Source: an optimization exercise on an open RTL-to-GDS flow (aim: small area and a short achievable clock period). Production flows keep margins and buffers that such runs may drop.
In this exercise RTL edits were held to simulation tests only and were not proved equivalent to the original.

==> flow/design.v, too long to show whole: its modules and the start of the top module <==
// module EdgeRasterizer_add16: 28 lines
// module EdgeRasterizer: 929 lines
module EdgeRasterizer(clock,
						in_sig_start_new_triangle,
						in_sig_get_boundary_coords,
						in_sig_form_edges,
						in_sig_pixel_loop_setup,
						in_sig_rasterize_pixels,
						in_v0_screen_x, in_v0_screen_y,
						in_v1_screen_x, in_v1_screen_y,
						in_v2_screen_x, in_v2_screen_y,
						in_v0_depth, in_v1_depth, in_v2_depth,
						in_color,
						out_sig_rasterize_write_pixel,
						out_sig_rasterize_done,
						out_pixel_x, out_pixel_y,
						out_pixel_depth,
						out_pixel_color);
  // ...
==> flow/run.sh <==
#!/bin/bash
# synth_recipe.tcl (not shown) runs the flow's synth.tcl, then flattens the netlist and writes it again
# the make line also repeats each setting of config.mk as NAME=value (left out here)
make -C /OpenROAD-flow-scripts/flow DESIGN_CONFIG=/design/flow/config.mk WORK_HOME=/design/flow/orfs CLKGATE_MAP_FILE= SYNTH_SCRIPT=/design/flow/synth_recipe.tcl finish
==> flow/config.mk <==
export PLATFORM = sky130hd
export DESIGN_NAME = EdgeRasterizer
export DESIGN_NICKNAME = EdgeRasterizer
export VERILOG_FILES = /design/flow/design.v
export SDC_FILE = /design/flow/constraint.sdc
export NUM_CORES = 4
export LEC_CHECK = 0
export CAP_MARGIN = 20
export CORE_MARGIN = 2
export CORE_UTILIZATION = 40
export SLEW_MARGIN = 45
==> flow/constraint.sdc <==
create_clock -name core_clock -period 28.0 [get_ports {clock}]
set_input_delay 5.6000 -clock core_clock [delete_from_list [all_inputs] [get_ports {clock}]]
set_output_delay 5.6000 -clock core_clock [all_outputs]
set_load 0.01 [all_outputs]
==> flow_summary.json, run 1 <==
{
  "report.final.setup_viol": 0,
  "numClockSinks": 279,
  "synthTopCellsByCount": "inv_1 (409), nand2_1 (288), edfxtp_1 (275)",
  "crit_cells": 1,
  "worst_slew_pin_slew_ns": 0.831,
  "final.min_clock_period_ns": 7.43,
  "grt_pass1_vias": 25300,
  "drtIter0Drc": 2860,
  "layout_common_cells": "inv_1 (407), nand2_1 (287), edfxtp_1 (275)",
  "muxShareOfSynthArea_pct": 6.09,
  "crit_end": "out_pixel_x[2]",
  "wl_per_cell_um": 23.4,
  "multiInputGateArea_mm2": 0.0212,
  "dpl-instance-area_mm2": 0.0344,
  "hold_slack_ns": 0.569,
  "die_h_um": 285,
  "synth_xor_area_share_pct": 6.77,
  "regToRegStartpoint": "e1[2]",
  "yosys.cell_types.count": 87,
  "synth_compound_area_share_pct": 12.1,
  "finClkSkew_ns": 0.0402,
  "port-buffer-count": 175,
  "viasPerCell": 5.55,
  "ys_ff_latch": 279,
  "synth_top_cell_area_share_pct": 26.2,
  "yosysWarnings": 2,
  "synthToLayoutAreaGrowth_pct": 12.7,
  "outcome": "finished clean",
  "r2r_end": "e1[15]",
  "ys_top_cells_by_area": "edfxtp_1 (26%), fa_1 (16%), ha_1 (11%)",
  "buffers": 213,
  "worst_ep_required_time_ns": 22.40,
  "grt.met1_usage_pct": 36.8,
  "cp-startpoint": "x[2]",
  "syn-num-nets": 4024,
  "min_to": "wr",
  "start_util_pct": 40.1,
  "hold_start": "e2[15]",
  "seq_area_share_pct": 23.4
}
==> inputs of run 2 (changes only) <==
--- a/flow/design.v
+++ b/flow/design.v
@@ -873,18 +873,23 @@
 	wire [8:0] m1v = dinv(dep1, inv, inv3) - di0;
 	wire [8:0] m2v = dinv(dep2, inv, inv3) - di0;
 	wire [15:0] e0 = area - e1 - e2;
 	wire in_tri = ~e0[15] & ~e1[15] & ~e2[15];
 	wire [8:0] t1 = s1v[8:0] + c1v[8:0];
 	wire [8:0] t2 = s2v[8:0] + c2v[8:0];
 	wire [10:0] dsum = {2'b00, t1} + {2'b00, t2} + {2'b00, dep0, 1'b1, 6'd0};
 	wire [1:0] dq = (dsum[10:9] != 2'b00) ? 2'b11 : dsum[8:7];
-	wire [15:0] xi = x + {15'd0, nincx};
-	wire [15:0] yi = y + {15'd0, nincy};
+	wire [16:0] xc, yc;
+	assign xc[0] = nincx;
+	assign yc[0] = nincy;
+	assign xc[16:1] = x & xc[15:0];
+	assign yc[16:1] = y & yc[15:0];
+	wire [15:0] xi = x ^ xc[15:0];
+	wire [15:0] yi = y ^ yc[15:0];
 	wire [15:0] nx = nsel ? r4 : xi;
 	wire atx = natx;
 	wire [15:0] nxn = ~nx, yin = ~yi;
 	wire nx1_max = (max_x ^ nxn) == {max_x[14:0] | nxn[14:0], 1'b0};
 	wire yi1_max = (r5 ^ yin) == {r5[14:0] | yin[14:0], 1'b0};
 	wire aty = naty;
 	wire [15:0] ea1 = setup_bc ? f1s : atx ? rs1 : e1;
 	wire [15:0] eb1 = setup_bc ? {f1c[14:0], 1'b0} : atx ? r2 : r0;
==> flow_summary.json, run 2 <==
{
  "path_class": "in2reg",
  "layout_common_cells": "nand2_1 (411), inv_1 (403), ha_1 (300)",
  "numClockSinks": 279,
  "cts.path.max_buffers": 3,
  "num_rows": 102,
  "h-tree-depth": 2,
  "cts_resized": 0,
  "ys_seq_area_share_pct": 26.5,
  "r2r_end": "e2[15]",
  "multiInputGateArea_mm2": 0.0211,
  "vias": 25900,
  "die_w_um": 284,
  "syn-cell-area_mm2": 0.0315,
  "fin_cells": 4567,
  "max-cap-violations": 0,
  "avgSynthCellArea_um2": 9.25,
  "worst_setup_path_end_kind": "flop",
  "synth_ff_type": "edfxtp_1",
  "crit_end": "ph_b",
  "clk_pin_slew_ns": 0.06,
  "clock_latency_ns": 0.59,
  "cts_tree": "built",
  "synthTopCellsByCount": "nand2_1 (411), inv_1 (407), ha_1 (300)",
  "synth_top_cell_area_share_pct": 26.3,
  "yosys.cell_types.count": 81,
  "cp.arrival_ns": 7.68,
  "cts_root_buf": "clkbuf_16",
  "synth_cells": 3400,
  "fin_util_pct": 45.8,
  "synthToLayoutAreaGrowth_pct": 13.0,
  "wl_per_cell_um": 24.6,
  "hold_buffers": 0,
  "cts_made_buffers": 37,
  "worst_slew_pin_slew_ns": 0.827,
  "start_util_pct": 40.5,
  "placed_cells": 4499,
  "worst_ep_required_time_ns": 28.28,
  "fin_nets": 4169,
  "fin_setup_tns_ns": 0,
  "synth_largest_area_cell": "edfxtp_1",
  "report.final.setup_viol": 0,
  "grt_max_degree": 102,
  "grt_pass1_wl_um": 168000,
  "grt_pass1_vias": 25800,
  "core_mm2": 0.0776,
  "register_area_mm2": 0.00834,
  "drc": 0,
  "drive_gt1_share_pct": 5.16,
  "finalWirelength_um": 112000,
  "slew_viol_final": 0,
  "ff2ff_setup_slack_ns": 21.26,
  "outcome": "finished clean",
  "gp_congestion": 0.953,
  "ys_top_cells_by_area": "edfxtp_1 (26%), fa_1 (16%), ha_1 (12%)",
  "fmax_mhz": 135,
  "antenna_found_initial": 2,
  "hold_slack_ns": 0.556,
  "startpoint_type": "input port",
  "viasPerCell": 5.66,
  "synth_edf_count": 275,
  "overflow": 0,
  "fin_crit_sh_pct": 26.4,
  "finClkSkew_ns": 0.0436,
  "syn-num-nets": 4070,
  "hold_violations": 0,
  "yosysWarnings": 2,
  "slew_headroom_pct": 44.9,
  "hold_class": "reg2reg",
  "hpwl_um": 87100,
  "num_io_pins": 176,
  "nFillCells": 7558,
  "cts_setup_buffers": 0,
  "dieArea_mm2": 0.0809,
  "final.min_clock_period_ns": 7.40,
  "regToRegStartpoint": "e2[0]",
  "drtIter0Drc": 2887,
  "synth.most_common_cell": "nand2_1",
  "ys_async_sr_fraction_pct": 0,
  "cp_max_fo": 65,
  "ff2ff_path_depth": 21,
  "ant_nets": 0,
  "hold_start": "e2[15]",
  "firstDrtPassIters": 6,
  "globalRouteTotalUtil_pct": 27.8,
  "cp-startpoint": "in_sig_start_new_triangle[0]",
  "final_common_cell": "nand2_1",
  "ys_ff_latch": 279,
  "die_h_um": 284,
  "insertedDiodeCount": 0,
  "rsz0062_at_grt": "false",
  "port-buffer-count": 175
}
## run 2: changes by cell type in the layout (fill, tap and decap cells not counted), sizes merged, moves of 26 or more
cell / change
nand2: +122
nor3: -27
a31oi: +33
ha: +26
mux2i: -43
xnor2: -34
nor2: -42
## run 2: worst min-delay path by stage
stage,to,slack [ns],cells past startpoint
final,wr,0.56,1
after global routing,wr,0.57,1
after CTS,wr,0.56,1
after detailed placement,wr,0.55,1
after global placement,wr,0.55,1
after floorplan,wr,0.44,1
## run 2: final cells by class
class                   instances  area share (%)
well taps                    1040            3.66
repair buffers                213            5.85
multi-input cells            2559            59.4
clock buffers                  42            2.69
inverters                     409            4.32
flip-flops and latches        279            23.5
clock inverters                25           0.658
## run 2: cell families after synthesis
| kind of cell | count (synthesis) | share of synthesized area [%] |
|---|---|---|
| multiplexers | 158 | 5.18 |
| AND/OR/NAND/NOR | 987 | 14.9 |
| XOR/XNOR | 222 | 6.27 |
| buffers and inverters | 562 | 6.73 |
| AO/OA/AOI/OAI | 646 | 12.8 |
| flip-flops | 279 | 26.5 |
| adder cells (fa/ha/maj) | 546 | 27.6 |
## run 2: worst max-delay path, cell delays in order
cell	delay (ns)
buf_4	0.35
buf_4	0.50
nor2_1	0.19
inv_2	0.14
buf_6	0.53
or3_1	0.32
## run 2: layer usage
metal	vias up	global-route usage, %	share of wire, %
li1	11800	-	-
met1	12700	37.8	42
met2	1198	44.2	45
met3	241	4.35	7.8
met4	2	11.6	4.7
met5	-	0	0.0098
## run 2: per-stage QoR
step / setup slack [ns] / cell area [um^2]
3_3_place_gp: 19.90 / 34200
3_5_place_dp: 20.01 / 34300
5_1_grt: 20.51 / 35600
6_report: 20.60 / 35600
4_1_cts: 20.64 / 35500
2_1_floorplan: 19.47 / 31500
